Source: an optimization exercise on an open RTL-to-GDS flow (aim: small area). Production flows keep margins and buffers that such runs may drop. The RTL was checked by simulation tests, not by an equivalence proof against the original design.

==> v5 <==
==> flow/design.v <==
`timescale 1ns / 1ps
module button_control(clock,reset,button,mode,vote);
input clock;
input reset;
input button;
input mode;
output reg vote;
localparam [6:0] CLR = 7'b0011011;
reg [6:0] st;
wire ones = &st[5:0];
wire fb = ~(st[6] ^ st[5]) | ones;
always @(posedge clock)
begin
    if (reset || !button)
        st <= CLR;
    else
        st <= {st[5:0], fb};
end
always @(posedge clock)
begin
    if (reset)
        vote <= 1'b0;
    else
        vote <= ones & ~st[6] & ~mode;
end
endmodule
`timescale 1ns / 1ps
module vote_logger(clock,reset,valid_vote,vote_count_c1,vote_count_c2,vote_count_c3,vote_count_c4);
input clock,reset;
input [3:0] valid_vote;
output reg [7:0] vote_count_c1,vote_count_c2,vote_count_c3,vote_count_c4;
always @(posedge clock)
begin
    if(reset)
    begin
        vote_count_c1 <= 0;
        vote_count_c2 <= 0;
        vote_count_c3 <= 0;
        vote_count_c4 <= 0;
    end
    else
    begin
        if(valid_vote[0]) vote_count_c1 <= vote_count_c1 + 1'b1;
        if(valid_vote[1]) vote_count_c2 <= vote_count_c2 + 1'b1;
        if(valid_vote[2]) vote_count_c3 <= vote_count_c3 + 1'b1;
        if(valid_vote[3]) vote_count_c4 <= vote_count_c4 + 1'b1;
    end
end
endmodule
`timescale 1ns / 1ps
module find_winning_vote(clock,reset,vote_count_c1,vote_count_c2,vote_count_c3,vote_count_c4,winner,disp_code);
input clock,reset;
input [7:0] vote_count_c1,vote_count_c2,vote_count_c3,vote_count_c4;
output reg [3:0] disp_code;
output reg [3:0] winner;
function ge8;
    input [7:0] a, b;
    integer k;
    reg c;
    begin
        c = 1'b1;
        for (k = 0; k < 8; k = k + 1)
            c = (a[k] & ~b[k]) | (a[k] & c) | (~b[k] & c);
        ge8 = c;
    end
endfunction
wire ge12 = ge8(vote_count_c1, vote_count_c2);
wire ge13 = ge8(vote_count_c1, vote_count_c3);
wire ge14 = ge8(vote_count_c1, vote_count_c4);
wire ge23 = ge8(vote_count_c2, vote_count_c3);
wire ge24 = ge8(vote_count_c2, vote_count_c4);
wire ge34 = ge8(vote_count_c3, vote_count_c4);
wire w1 = ge12 & ge13 & ge14;
wire w2 = ~ge12 & ge23 & ge24;
wire w3 = ~ge13 & ~ge23 & ge34;
wire w4 = ~ge14 & ~ge24 & ~ge34;
function is_small;
    input [7:0] c;
    is_small = (c[7:4] == 4'd0) && (c[3:0] < 4'd10);
endfunction
wire all_small = is_small(vote_count_c1) & is_small(vote_count_c2) & is_small(vote_count_c3) & is_small(vote_count_c4);
wire [3:0] low = ({4{w1}} & vote_count_c1[3:0]) | ({4{w2}} & vote_count_c2[3:0])
               | ({4{w3}} & vote_count_c3[3:0]) | ({4{w4}} & vote_count_c4[3:0]);
always @(posedge clock)
begin
    if(reset)
    begin
        winner <= 4'd0;
        disp_code <= 4'd0;
    end
    else
    begin
        winner <= {w4, w3, w2, w1};
        disp_code <= all_small ? low : 4'b1111;
    end
end
endmodule
`timescale 1ns / 1ps
module display_winning_votes(disp_code,seven_seg);
input [3:0] disp_code;
output [6:0] seven_seg;
assign seven_seg =
    (disp_code == 4'd0) ? 7'b0000001 :
    (disp_code == 4'd1) ? 7'b1001111 :
    (disp_code == 4'd2) ? 7'b0010010 :
    (disp_code == 4'd3) ? 7'b0000111 :
    (disp_code == 4'd4) ? 7'b1101101 :
    (disp_code == 4'd5) ? 7'b0100110 :
    (disp_code == 4'd6) ? 7'b0100000 :
    (disp_code == 4'd7) ? 7'b0001111 :
    (disp_code == 4'd8) ? 7'b0000000 :
    (disp_code == 4'd9) ? 7'b0000100 :
                          7'b1111111;
endmodule
`timescale 1ns / 1ps
module evm(buttons,clock,reset,mode,winning_led,seven_seg);
    input[3:0] buttons;
    input clock,reset,mode;
    output [3:0] winning_led;
    output [6:0] seven_seg;
    wire [3:0] valid_vote;
    wire [7:0] vote_count_c1;
    wire [7:0] vote_count_c2;
    wire [7:0] vote_count_c3;
    wire [7:0] vote_count_c4;
    wire [3:0] disp_code;
    button_control b1(.button(buttons[0]),.clock(clock),.reset(reset),.mode(mode),.vote(valid_vote[0]));
    button_control b2(.button(buttons[1]),.clock(clock),.reset(reset),.mode(mode),.vote(valid_vote[1]));
    button_control b3(.button(buttons[2]),.clock(clock),.reset(reset),.mode(mode),.vote(valid_vote[2]));
    button_control b4(.button(buttons[3]),.clock(clock),.reset(reset),.mode(mode),.vote(valid_vote[3]));
    vote_logger vl(clock,reset,valid_vote,vote_count_c1,vote_count_c2,vote_count_c3,vote_count_c4);
    find_winning_vote fwv(
        .clock(clock),
        .reset(reset),
        .vote_count_c1(vote_count_c1),
        .vote_count_c2(vote_count_c2),
        .vote_count_c3(vote_count_c3),
        .vote_count_c4(vote_count_c4),
        .disp_code(disp_code),
        .winner(winning_led)
    );
    display_winning_votes dwv(.disp_code(disp_code),.seven_seg(seven_seg));
endmodule
==> flow/run.sh <==
#!/bin/bash
# synth_recipe.tcl (not shown) runs the flow's synth.tcl, then flattens the netlist and writes it again
# the make line also repeats each setting of config.mk as NAME=value (left out here)
make -C /OpenROAD-flow-scripts/flow DESIGN_CONFIG=/design/flow/config.mk WORK_HOME=/design/flow/orfs CLKGATE_MAP_FILE= SYNTH_SCRIPT=/design/flow/synth_recipe.tcl finish
==> flow/config.mk <==
export PLATFORM = sky130hd
export DESIGN_NAME = evm
export DESIGN_NICKNAME = evm
export VERILOG_FILES = /design/flow/design.v
export SDC_FILE = /design/flow/constraint.sdc
export NUM_CORES = 4
export LEC_CHECK = 0
export CAP_MARGIN = 20
export CORE_MARGIN = 2
export CORE_UTILIZATION = 40
export SLEW_MARGIN = 20
==> flow/constraint.sdc <==
create_clock -name core_clock -period 5.0 [get_ports {clock}]
set_input_delay 1.0000 -clock core_clock [delete_from_list [all_inputs] [get_ports {clock}]]
set_output_delay 1.0000 -clock core_clock [all_outputs]
set_load 0.01 [all_outputs]
==> v8: changes against v5 <==
==> flow/design.v (replaced) <==
`timescale 1ns / 1ps
module button_control(clock,reset,button,mode,vote);
input clock;
input reset;
input button;
input mode;  
output reg vote;  
reg [31:0] counter;
always @(posedge clock)
begin
    if(reset)
    begin
        counter <= 0;
    end
    else
    begin
        if(button && counter <101)
        begin
            counter <= counter + 1;
        end
        else if(!button)
        begin
            counter <= 0;
        end
    end
end
always @(posedge clock)
begin
    if(reset)
    begin
        vote <= 0;
    end
    else
    begin
        if(counter == 100 && !mode)
        begin
            vote <= 1;
        end
        else
        begin
            vote <= 0;
        end
    end
end
endmodule
`timescale 1ns / 1ps
module vote_logger(clock,reset,valid_vote,vote_count_c1,vote_count_c2,vote_count_c3,vote_count_c4);
input clock,reset;
input [3:0] valid_vote;
output reg [7:0] vote_count_c1,vote_count_c2,vote_count_c3,vote_count_c4;
always @(posedge clock)
begin
    if(reset)
    begin
        vote_count_c1 <= 0;
        vote_count_c2 <= 0;
        vote_count_c3 <= 0;
        vote_count_c4 <= 0;
    end
    else
    begin
        if(valid_vote[0])
        begin
            vote_count_c1 <= vote_count_c1 + 1;
        end
        if(valid_vote[1])
        begin
            vote_count_c2 <= vote_count_c2 + 1;
        end
        if(valid_vote[2])
        begin
            vote_count_c3 <= vote_count_c3 + 1;
        end
        if(valid_vote[3])
        begin
            vote_count_c4 <= vote_count_c4 + 1;
        end
    end
end
endmodule
`timescale 1ns / 1ps
module find_winning_vote(clock,reset,vote_count_c1,vote_count_c2,vote_count_c3,vote_count_c4,winner,winning_votes);
input clock,reset;
input [7:0] vote_count_c1,vote_count_c2,vote_count_c3,vote_count_c4;
output reg [7:0] winning_votes;
output reg [3:0] winner;
always@(posedge clock)
begin
    if(reset)
    begin
        winner <= 0;
        winning_votes <= 0;
    end
    else
    begin
        if(vote_count_c1>=vote_count_c2 && vote_count_c1>=vote_count_c3 && vote_count_c1>=vote_count_c4)
        begin
            winner <= 4'b0001;
            winning_votes <= vote_count_c1;
        end
        else if(vote_count_c2>=vote_count_c1 && vote_count_c2>=vote_count_c3 && vote_count_c2>=vote_count_c4)
        begin
            winner <= 4'b0010;
            winning_votes <= vote_count_c2;
        end
        else if(vote_count_c3>=vote_count_c1 && vote_count_c3>=vote_count_c2 && vote_count_c3>=vote_count_c4)
        begin
            winner <= 4'b0100;
            winning_votes <= vote_count_c3;
        end
        else if(vote_count_c4>=vote_count_c1 && vote_count_c4>=vote_count_c2 && vote_count_c4>=vote_count_c3)
        begin
            winner <= 4'b1000;
            winning_votes <= vote_count_c4;
        end
        else
        begin
            winner <= 0;
            winning_votes <= 0;
        end
    end
end
endmodule
`timescale 1ns / 1ps
module display_winning_votes(winning_votes,seven_seg);
input [7:0] winning_votes;
output reg [6:0] seven_seg;
always@ (winning_votes)
begin
case (winning_votes)
    0: seven_seg = 7'b0000001;
    1: seven_seg = 7'b1001111;
    2: seven_seg = 7'b0010010;
    3: seven_seg = 7'b0000111;
    4: seven_seg = 7'b1101101;
    5: seven_seg = 7'b0100110;
    6: seven_seg = 7'b0100000;
    7: seven_seg = 7'b0001111;
    8: seven_seg = 7'b0000000;
    9: seven_seg = 7'b0000100;
    default: seven_seg = 7'b1111111;
endcase
end
endmodule
`timescale 1ns / 1ps
module evm(buttons,clock,reset,mode,winning_led,seven_seg);
    input[3:0] buttons;
    input clock,reset,mode;
    output [3:0] winning_led;
    output [6:0] seven_seg;
    wire [3:0] valid_vote;
    wire [7:0] vote_count_c1;
    wire [7:0] vote_count_c2;
    wire [7:0] vote_count_c3;
    wire [7:0] vote_count_c4;
    wire [7:0] winning_votes;
    button_control b1(
        .button(buttons[0]),
        .clock(clock),
        .reset(reset),
        .mode(mode),
        .vote(valid_vote[0])
    );
    button_control b2(
        .button(buttons[1]),
        .clock(clock),
        .reset(reset),
        .mode(mode),
        .vote(valid_vote[1])
    );
    button_control b3(
        .button(buttons[2]),
        .clock(clock),
        .reset(reset),
        .mode(mode),
        .vote(valid_vote[2])
    );
    button_control b4(
        .button(buttons[3]),
        .clock(clock),
        .reset(reset),
        .mode(mode),
        .vote(valid_vote[3])
    );
    vote_logger vl(clock,reset,valid_vote,vote_count_c1,vote_count_c2,vote_count_c3,vote_count_c4);
    find_winning_vote fwv(
        .clock(clock),
        .reset(reset),
        .vote_count_c1(vote_count_c1),
        .vote_count_c2(vote_count_c2),
        .vote_count_c3(vote_count_c3),
        .vote_count_c4(vote_count_c4),
        .winning_votes(winning_votes),
        .winner(winning_led)
    );
    display_winning_votes dwv(
        .winning_votes(winning_votes),
        .seven_seg(seven_seg)
    );
endmodule
==> qor.yml <==
run_status: "finished clean"
grt_util_met2_pct: 21.73
sh_seq_area_pct: 40.84
via_per_inst: 4.810
start_util_pct: 40.99
cts_buffers: 17
dp_hpwl_mm: 9.965
p_leak_nw: 3.489
setup.worst_path.start: "vl.vote_count_c4[2]"
relSlewSlack_pct: 53.27
seq_area_frac_synth_pct: 46.43
path_cells: "inv_1 -> ha_1 -> and4_1 -> o31ai_2 -> a22oi_1 -> a2111oi_4 -> a221oi_1 -> o2bb2ai_1 -> inv_1 -> ha_1 -> nor3_1 -> a21oi_1"
min_from: "b3.counter[15]"
final-nonclk-buf-share_pct: 2.225
pre_cts_ws_ns: 1.422
synthesis.nets: 879
synth_top_cell_area_share_pct: 46.43
internal_power_mw: 2.278
vias: 5267
grt_pass1_wl_mm: 24.51
[end of results for v8]
==> qor.yml <==
pre_cts_ws_ns: 2.501
inverters: 22
run_status: "finished clean"
internal_power_mw: 0.8587
die_h_um: 100.6
dp_hpwl_mm: 6.047
seq_area_frac_synth_pct: 38.61
timing.final.crit_period_ns: 2.886
sh_seq_area_pct: 35.26
path_cells: "nand2b_1 -> o311ai_0 -> clkdlybuf4s50_1"
relSlewSlack_pct: 37.68
setup.worst_path.start: "fwv.disp_code[3]"
vias: 3120
final-nonclk-buf-share_pct: 4.040
cp.buffers_inverters: 1
min_from: "b1.st[3]"
via_per_inst: 5.673
synthesis.nets: 438
multi_input_area_um2: 2044
[end of results for v5]

[separate check: timing with driven ports]
In the flow no input, the clock included, has a driving cell. The finished layouts below were timed again as built, in two steps. Step 1, drivers: a clkbuf_16 drives clock and a buf_2 each remaining input, both assumed. Step 2 moves the port delays by t, midway between the first and last clock arrival at a register: inputs arrive t later, outputs are due t later. That takes back most of the time a late clock gives input paths. a / b / c = ideal / step 1 / step 2; a / b = the first two.
run | shift t [ns] | setup WS [ns] | worst hold slack (ns) | worst data-port slew with drivers (ns)
v5 | 0.374 | 2.114 / 2.082 / 2.456 | 0.431 / 0.431 / 0.431 | 0.03
v8 | 0.459 | 1.398 / 1.398 / 1.398 | 0.450 / 0.450 / 0.450 | 0.03
After both steps setup and hold are still met in every run listed.
